This is an optimization exercise on Yosys and OpenROAD, whose aim is small area, not a production implementation.
At most, simulation tests tie the RTL to the original design; equivalence was not proved.
Power figures rest on the tool's default switching activity, not on a simulated workload.

## delta
Design dk_core, start of the top module:
module dk_core(
	input wire clk,
	input wire reset,
	input wire tick_fast,
	input wire tick_slow,
	input wire [4:0] keys,
	input wire [1:0] SW,
	output wire [1:0] game_state,
	output wire [1:0] menu_state,
	output wire [9:0] mario_x,
	output wire [8:0] mario_y,
	output wire [2:0] mario_state,
	output wire [3:0] mario_anim,
	output wire kong_state,
	output wire [1:0] kong_anim,
	output wire queue_state,
	output wire queue_anim,
	output wire [159:0] barrel_x_all,
	output wire [143:0] barrel_y_all,
	output wire [31:0] barrel_state_all,
	output wire [47:0] barrel_anim_all,
	output wire collision,
	output wire [23:0] score_bcd
    );
clock: 30.0 ns
lec_check: 0
cap_margin: 5
core_margin: 2
core_utilization: 55
slew_margin: 5
standard.sh (not shown) runs the stock make flow with config.mk's settings and CLKGATE_MAP_FILE= SYNTH_SCRIPT=/design/flow/synth_recipe.tcl, a recipe that flattens the netlist after the stock synthesis.
==> flow/flow/run.sh <==
#!/bin/bash
# Layout flow: the standard flow (standard synthesis unchanged), with
#  - the port buffers made from the smallest buffer cell instead of the one
#    buffer_ports picks by default;
#  - a clock tree of clkbuf_8 buffers in clusters of up to 16 sinks, without
#    dummy loads.
# The make output goes to flow_make.log here.
set -euo pipefail
bash standard.sh \
  "BUFFER_PORTS_ARGS=-buffer_cell sky130_fd_sc_hd__buf_1" \
  "CTS_ARGS=-sink_clustering_enable -repair_clock_nets -dont_use_dummy_load -buf_list {sky130_fd_sc_hd__clkbuf_8} -sink_clustering_size 16 -sink_clustering_max_diameter 50" \
  finish > flow_make.log 2>&1
Per the final summary, delta finished and its layout is clean on timing, DRC and antenna.
The inputs of zinc differ from those of delta as listed below.
==> flow/flow/run.sh <==
#!/bin/bash
# Layout flow: the standard flow (standard synthesis unchanged), with
#  - the port buffers made from the smallest buffer cell instead of the one
#    buffer_ports picks by default;
#  - a clock tree of clkbuf_8 and clkbuf_16 buffers in clusters of up to 30 sinks, without
#    dummy loads.
# The make output goes to flow_make.log here.
set -euo pipefail
bash standard.sh \
  "BUFFER_PORTS_ARGS=-buffer_cell sky130_fd_sc_hd__buf_1" \
  "CTS_ARGS=-sink_clustering_enable -repair_clock_nets -dont_use_dummy_load -buf_list {sky130_fd_sc_hd__clkbuf_8 sky130_fd_sc_hd__clkbuf_16} -sink_clustering_size 30 -sink_clustering_max_diameter 100" \
  finish > flow_make.log 2>&1
Notes after the runs:
Sort zinc and delta by count of clock-buffer cells in the layout, descending, and delta comes first.
Routed wire length, zinc and delta: higher on delta
Taking delta as the reference, in zinc total non-filler cell area in the finished layout now smaller; clock skew down 10 ps; share of final layout cell area taken by clock buffers and inverters saw a decrease; average detailed-routed wire length per instance moved up; layout overhead on the synthesized area went down 0.87 points.
zinc reports a higher clock period minus worst slack than delta does.
As far as area used by multi-input combinational logic goes, zinc and delta are indistinguishable; the numbers are identical.
[zinc] combined global-route utilization of all metal layers fell 0.19 points relative to delta
No run of this note included a check of the RTL's function; only the layout flow was run.

* * *

dk_core, a different RTL version from the one above (not shown whole).
Size: ~5700 cells after synthesis, about 740 flip-flops, roughly 460 I/O pins.
clock: 30.0 ns
lec_check: 0
cap_margin: 5
core_margin: 2
core_utilization: 55
slew_margin: 5
==> flow/flow/run.sh <==
#!/bin/bash
# Layout flow: the standard flow, with
#  - ABC mapping for area: ORFS's own scripts, copied, with abc_speed.script
#    replaced by flow/abc_speed.script (ORFS's speed script with area
#    recovery in &nf and without ABC's buffering and gate upsizing, which
#    placement undoes or repeats anyway); the synthesis is otherwise the
#    standard one, so the registers are the same;
#  - the port buffers made from the smallest buffer cell instead of the one
#    buffer_ports picks by default;
#  - a clock tree of larger clusters, without dummy loads.
# The make output goes to flow_make.log here.
set -euo pipefail
rm -rf scripts_alt
cp -r "$FLOW_HOME/scripts" scripts_alt
cp flow/abc_speed.script scripts_alt/abc_speed.script
bash standard.sh \
  "SCRIPTS_DIR=$PWD/scripts_alt" \
  "BUFFER_PORTS_ARGS=-buffer_cell sky130_fd_sc_hd__buf_1" \
  "CTS_ARGS=-sink_clustering_enable -repair_clock_nets -dont_use_dummy_load -buf_list {sky130_fd_sc_hd__clkbuf_8} -sink_clustering_size 16 -sink_clustering_max_diameter 50" \
  finish > flow_make.log 2>&1
==> flow/flow/abc_speed.script <==
strash
&get -n
&st
&dch
&nf -R 1000
&st
&syn2
&if -g -K 6
&synch2
&nf -R 1000
&st
&syn2
&if -g -K 6
&synch2
&nf -R 1000
&put
topo
stime -c
Next try:
--- a/flow/flow/run.sh
+++ b/flow/flow/run.sh
@@ -17,4 +17,4 @@
   "SCRIPTS_DIR=$PWD/scripts_alt" \
   "BUFFER_PORTS_ARGS=-buffer_cell sky130_fd_sc_hd__buf_1" \
-  "CTS_ARGS=-sink_clustering_enable -repair_clock_nets -dont_use_dummy_load -buf_list {sky130_fd_sc_hd__clkbuf_8} -sink_clustering_size 16 -sink_clustering_max_diameter 50" \
+  "CTS_ARGS=-sink_clustering_enable -repair_clock_nets -dont_use_dummy_load -buf_list {sky130_fd_sc_hd__clkbuf_8} -sink_clustering_size 20 -sink_clustering_max_diameter 60" \
   finish > flow_make.log 2>&1
--- a/flow/config.mk
+++ b/flow/config.mk
@@ -8,4 +8,4 @@
 export CAP_MARGIN = 5
 export CORE_MARGIN = 2
-export CORE_UTILIZATION = 55
+export CORE_UTILIZATION = 70
 export SLEW_MARGIN = 5
Result:
- total power goes down by about 8%
- hold slack is worse by 4.7 ps
- die area drops by about 20%
- count of clock-buffer cells in the layout decreases by 36
- wire length drops by about 4.4%
- cell area drops by 1.6%
- worst setup slack got worse by 200 ps
- maximum frequency falls by about 1.3%
- clock power fell by about 20%
- final cell count goes down by about 4.4%
- non-clock buffer count fell by 4
Next try:
--- a/flow/flow/run.sh
+++ b/flow/flow/run.sh
@@ -17,4 +17,4 @@
   "SCRIPTS_DIR=$PWD/scripts_alt" \
   "BUFFER_PORTS_ARGS=-buffer_cell sky130_fd_sc_hd__buf_1" \
-  "CTS_ARGS=-sink_clustering_enable -repair_clock_nets -dont_use_dummy_load -buf_list {sky130_fd_sc_hd__clkbuf_8} -sink_clustering_size 20 -sink_clustering_max_diameter 60" \
+  "CTS_ARGS=-sink_clustering_enable -repair_clock_nets -dont_use_dummy_load -buf_list {sky130_fd_sc_hd__clkbuf_8 sky130_fd_sc_hd__clkbuf_16} -sink_clustering_size 24 -sink_clustering_max_diameter 60" \
   finish > flow_make.log 2>&1
--- a/flow/config.mk
+++ b/flow/config.mk
@@ -8,4 +8,4 @@
 export CAP_MARGIN = 5
 export CORE_MARGIN = 2
-export CORE_UTILIZATION = 70
+export CORE_UTILIZATION = 55
 export SLEW_MARGIN = 5
The new run finished clean.
Non-clock buffer count came out higher by 4.
Die area rises by about 27%.
Core utilization decreases by 15 points.
Power climbs by 21%.
Area after synthesis does not change.
Routed wire length went up by 4.7%.
Sequential power barely changes.
Sequential share of layout area is lower by 0.71 points.
Clock-buffer cell count climbs by 18.
Hold slack is about the same.
Global-route usage drops by 6.7 points.
Next try:
--- a/flow/flow/run.sh
+++ b/flow/flow/run.sh
@@ -17,4 +17,4 @@
   "SCRIPTS_DIR=$PWD/scripts_alt" \
   "BUFFER_PORTS_ARGS=-buffer_cell sky130_fd_sc_hd__buf_1" \
-  "CTS_ARGS=-sink_clustering_enable -repair_clock_nets -dont_use_dummy_load -buf_list {sky130_fd_sc_hd__clkbuf_8 sky130_fd_sc_hd__clkbuf_16} -sink_clustering_size 24 -sink_clustering_max_diameter 60" \
+  "CTS_ARGS=-sink_clustering_enable -repair_clock_nets -dont_use_dummy_load -buf_list {sky130_fd_sc_hd__clkbuf_16} -sink_clustering_size 30 -sink_clustering_max_diameter 60" \
   finish > flow_make.log 2>&1
What happened:
- The changed run completed without violations
- worst hold slack stays flat
- maximum frequency stays flat
- synthesized area is unchanged
- count of clock-buffer cells in the layout does not change
- via count stays flat
- routed wire length hardly moves

* * *

Another version of the RTL of dk_core (not shown whole).
Size: about 460 I/O pins.
Settings: LEC_CHECK=0, CAP_MARGIN=5, CORE_MARGIN=2, CORE_UTILIZATION=70, SLEW_MARGIN=5; clock period 30.0 ns.
==> flow/flow/run.sh <==
#!/bin/bash
# Layout flow: the standard flow, with
#  - ABC mapping for area: ORFS's own scripts, copied, with abc_speed.script
#    replaced by flow/abc_speed.script (ORFS's speed script with area
#    recovery in &nf, two more choice-and-map rounds, and without ABC's
#    buffering and gate upsizing, which placement undoes or repeats
#    anyway); ABC maps only the logic between the registers, so the
#    registers are the standard synthesis's;
#  - the port buffers made from the smallest buffer cell instead of the one
#    buffer_ports picks by default;
#  - a clock tree of larger clusters, without dummy loads.
# The make output goes to flow_make.log here.
set -euo pipefail
rm -rf scripts_alt
cp -r "$FLOW_HOME/scripts" scripts_alt
cp flow/abc_speed.script scripts_alt/abc_speed.script
bash standard.sh \
  "SCRIPTS_DIR=$PWD/scripts_alt" \
  "BUFFER_PORTS_ARGS=-buffer_cell sky130_fd_sc_hd__buf_1" \
  "CTS_ARGS=-sink_clustering_enable -repair_clock_nets -dont_use_dummy_load -buf_list {sky130_fd_sc_hd__clkbuf_8} -sink_clustering_size 20 -sink_clustering_max_diameter 50" \
  finish > flow_make.log 2>&1
==> flow/flow/abc_speed.script <==
strash
&get -n
&st
&dch
&nf -R 1000
&st
&syn2
&if -g -K 6
&synch2
&nf -R 1000
&st
&syn2
&if -g -K 6
&synch2
&nf -R 1000
&st
&dch -f
&nf -R 2000
&st
&dch -f
&nf -R 2000
&put
topo
stime -c
The first run produced a clean layout.
Rerun with:
--- a/flow/flow/run.sh
+++ b/flow/flow/run.sh
@@ -20 +20 @@
-  "CTS_ARGS=-sink_clustering_enable -repair_clock_nets -dont_use_dummy_load -buf_list {sky130_fd_sc_hd__clkbuf_8} -sink_clustering_size 20 -sink_clustering_max_diameter 50" \
+  "CTS_ARGS=-sink_clustering_enable -repair_clock_nets -dont_use_dummy_load -buf_list {sky130_fd_sc_hd__clkbuf_4} -sink_clustering_size 10 -sink_clustering_max_diameter 40" \
After rerunning:
- wire length goes down by 0.62%
- setup slack improved by 0.088 ns
- clock-buffer cell count goes up by 32
Rerun with:
--- a/flow/flow/run.sh
+++ b/flow/flow/run.sh
@@ -20 +20 @@
-  "CTS_ARGS=-sink_clustering_enable -repair_clock_nets -dont_use_dummy_load -buf_list {sky130_fd_sc_hd__clkbuf_4} -sink_clustering_size 10 -sink_clustering_max_diameter 40" \
+  "CTS_ARGS=-sink_clustering_enable -repair_clock_nets -dont_use_dummy_load -buf_list {sky130_fd_sc_hd__clkbuf_8} -sink_clustering_size 16 -sink_clustering_max_diameter 50" \
What happened: The new run went through all stages and came out clean; total power increases by a few percent; area after synthesis stays the same; fmax hardly moves; setup slack got worse by 0.020 ns; routed wire length increases slightly; sequential share of layout area decreases by 0.14 points.

* * *

## try-nickel
dk_core, a different RTL version from the one above (not shown whole).
Size: roughly 6100 cells after synthesis, about 760 flip-flops.
// dk_core
module dk_core(
	input wire clk,
	input wire reset,
	input wire tick_fast,
	input wire tick_slow,
	input wire [4:0] keys,
	input wire [1:0] SW,
	output wire [1:0] game_state,
	output wire [1:0] menu_state,
	output wire [9:0] mario_x,
	output wire [8:0] mario_y,
	output wire [2:0] mario_state,
	output wire [3:0] mario_anim,
	output wire kong_state,
	output wire [1:0] kong_anim,
	output wire queue_state,
	output wire queue_anim,
	output wire [159:0] barrel_x_all,
	output wire [143:0] barrel_y_all,
	output wire [31:0] barrel_state_all,
	output wire [47:0] barrel_anim_all,
	output wire collision,
	output wire [23:0] score_bcd
    );
clock: 30.0 ns
lec_check: 0
cap_margin: 20
core_margin: 2
core_utilization: 55
slew_margin: 20
==> flow/flow/run.sh <==
#!/bin/bash
# Layout flow: the standard flow (standard synthesis unchanged), with
#  - the port buffers made from the smallest buffer cell instead of the one
#    buffer_ports picks by default;
#  - a clock tree of smaller clock buffers in larger clusters, without dummy
#    loads.
# The make output goes to flow_make.log here.
set -euo pipefail
bash standard.sh \
  "BUFFER_PORTS_ARGS=-buffer_cell sky130_fd_sc_hd__buf_1" \
  "CTS_ARGS=-sink_clustering_enable -repair_clock_nets -dont_use_dummy_load -buf_list {sky130_fd_sc_hd__clkbuf_8} -sink_clustering_size 20 -sink_clustering_max_diameter 60" \
  finish > flow_make.log 2>&1
try-nickel finished end to end and its layout was clean on timing, DRC and antenna.
Edits applied to the flow inputs when going from try-nickel to try-amber:
diff --git a/flow/flow/run.sh b/flow/flow/run.sh
--- a/flow/flow/run.sh
+++ b/flow/flow/run.sh
@@ -10,3 +10,3 @@
   "BUFFER_PORTS_ARGS=-buffer_cell sky130_fd_sc_hd__buf_1" \
-  "CTS_ARGS=-sink_clustering_enable -repair_clock_nets -dont_use_dummy_load -buf_list {sky130_fd_sc_hd__clkbuf_8} -sink_clustering_size 20 -sink_clustering_max_diameter 60" \
+  "CTS_ARGS=-sink_clustering_enable -repair_clock_nets -dont_use_dummy_load -buf_list {sky130_fd_sc_hd__clkbuf_4 sky130_fd_sc_hd__clkbuf_8} -sink_clustering_size 12 -sink_clustering_max_diameter 50" \
   finish > flow_make.log 2>&1
Notes after the runs:
try-amber against try-nickel; total number of vias is up slightly. Taking try-nickel as the reference, in try-amber total non-filler cell area in the finished layout +300 um2; net switching power now larger; combinational share of power saw a decrease; final core area utilization now larger.
No functional check of the RTL was part of any run of this note.

* * *

dk_core, a different RTL version from the one above (not shown whole).
For scale: ~5,600 cells after synthesis, ~740 flip-flops, ~51,000 µm² of cells after synthesis.
Settings: LEC_CHECK=0, CAP_MARGIN=5, CORE_MARGIN=2, CORE_UTILIZATION=80, SLEW_MARGIN=5; clock period 30.0 ns.
==> flow/flow/run.sh <==
#!/bin/bash
# Layout flow: the standard flow, with
#  - ABC mapping for area: ORFS's own scripts, copied, with abc_speed.script
#    replaced by flow/abc_speed.script (ORFS's speed script with area
#    recovery in &nf, two more choice-and-map rounds, and without ABC's
#    buffering and gate upsizing, which placement undoes or repeats
#    anyway); ABC maps only the logic between the registers, so the
#    registers are the standard synthesis's;
#  - the port buffers made from the smallest buffer cell instead of the one
#    buffer_ports picks by default;
#  - a clock tree of small clock buffers (clkbuf_4), each driving a cluster
#    of up to 10 registers, without dummy loads.
# The make output goes to flow_make.log here.
set -euo pipefail
rm -rf scripts_alt
cp -r "$FLOW_HOME/scripts" scripts_alt
cp flow/abc_speed.script scripts_alt/abc_speed.script
bash standard.sh \
  "SCRIPTS_DIR=$PWD/scripts_alt" \
  "BUFFER_PORTS_ARGS=-buffer_cell sky130_fd_sc_hd__buf_1" \
  "CTS_ARGS=-sink_clustering_enable -repair_clock_nets -dont_use_dummy_load -buf_list {sky130_fd_sc_hd__clkbuf_4} -sink_clustering_size 10 -sink_clustering_max_diameter 40" \
  finish > flow_make.log 2>&1
Scripts as last shown in full above: flow/flow/abc_speed.script
Change:
- CORE_UTILIZATION: 80 -> 70
Outcome: Routed wire length falls by a few percent; clock skew came out higher by 0.013 ns; final area rose slightly; area after synthesis stays the same; clock-buffer cell count is higher by 6; final cell count increases slightly; global-route usage goes down by 8.0 points; worst setup slack gets better by 0.28 ns.

==> re-timing with driven ports <==
In the flow no input, the clock included, has a driving cell. The finished layouts below were timed again as built, in two steps.
Step 1 sets driving cells, clkbuf_16 on the clock port and buf_2 on the other inputs (assumed; they add their load-dependent delay and slew).
Step 2, shift: input delay + t, output delay - t, t = (earliest + latest rising clock arrival at the registers) / 2. This alone moves slack from input paths to output paths.
Three values: ideal ports, drivers, drivers and shift; two values: the first two.
| run | shift t [ns] | slack for setup (ns) | worst setup path after step 2 | clock arrival spread, ns |
|---|---|---|---|---|
| delta | 0.813 | 15.118 / 15.118 / 15.118 | register to register | 0.090 / 0.090 |
| zinc | 0.714 | 15.038 / 15.038 / 15.038 | register to register | 0.077 / 0.077 |
| the first run of note 2 | 0.813 | 14.597 / 14.597 / 14.597 | register to register | 0.067 / 0.068 |
| the second run of note 2 | 0.791 | 14.400 / 14.400 / 14.400 | register to register | 0.111 / 0.111 |
| the third run of note 2 | 0.706 | 14.649 / 14.649 / 14.649 | register to register | 0.078 / 0.078 |
| the fourth run of note 2 | 0.706 | 14.657 / 14.657 / 14.657 | register to register | 0.078 / 0.079 |
| the first run of note 3 | 0.744 | 14.448 / 14.448 / 14.448 | register to register | 0.095 / 0.095 |
| the second run of note 3 | 0.960 | 14.536 / 14.536 / 14.536 | register to register | 0.105 / 0.104 |
| the third run of note 3 | 0.748 | 14.517 / 14.517 / 14.517 | register to register | 0.087 / 0.088 |
| try-nickel | 0.802 | 14.943 / 14.943 / 14.943 | register to register | 0.106 / 0.105 |
| try-amber | 0.830 | 15.000 / 15.000 / 15.000 | register to register | 0.078 / 0.077 |
| the first run of note 5 | 0.995 | 14.492 / 14.492 / 14.492 | register to register | 0.130 / 0.130 |
| the second run of note 5 | 0.978 | 14.775 / 14.775 / 14.775 | register to register | 0.149 / 0.149 |
After both steps setup and hold are still met in every run listed.
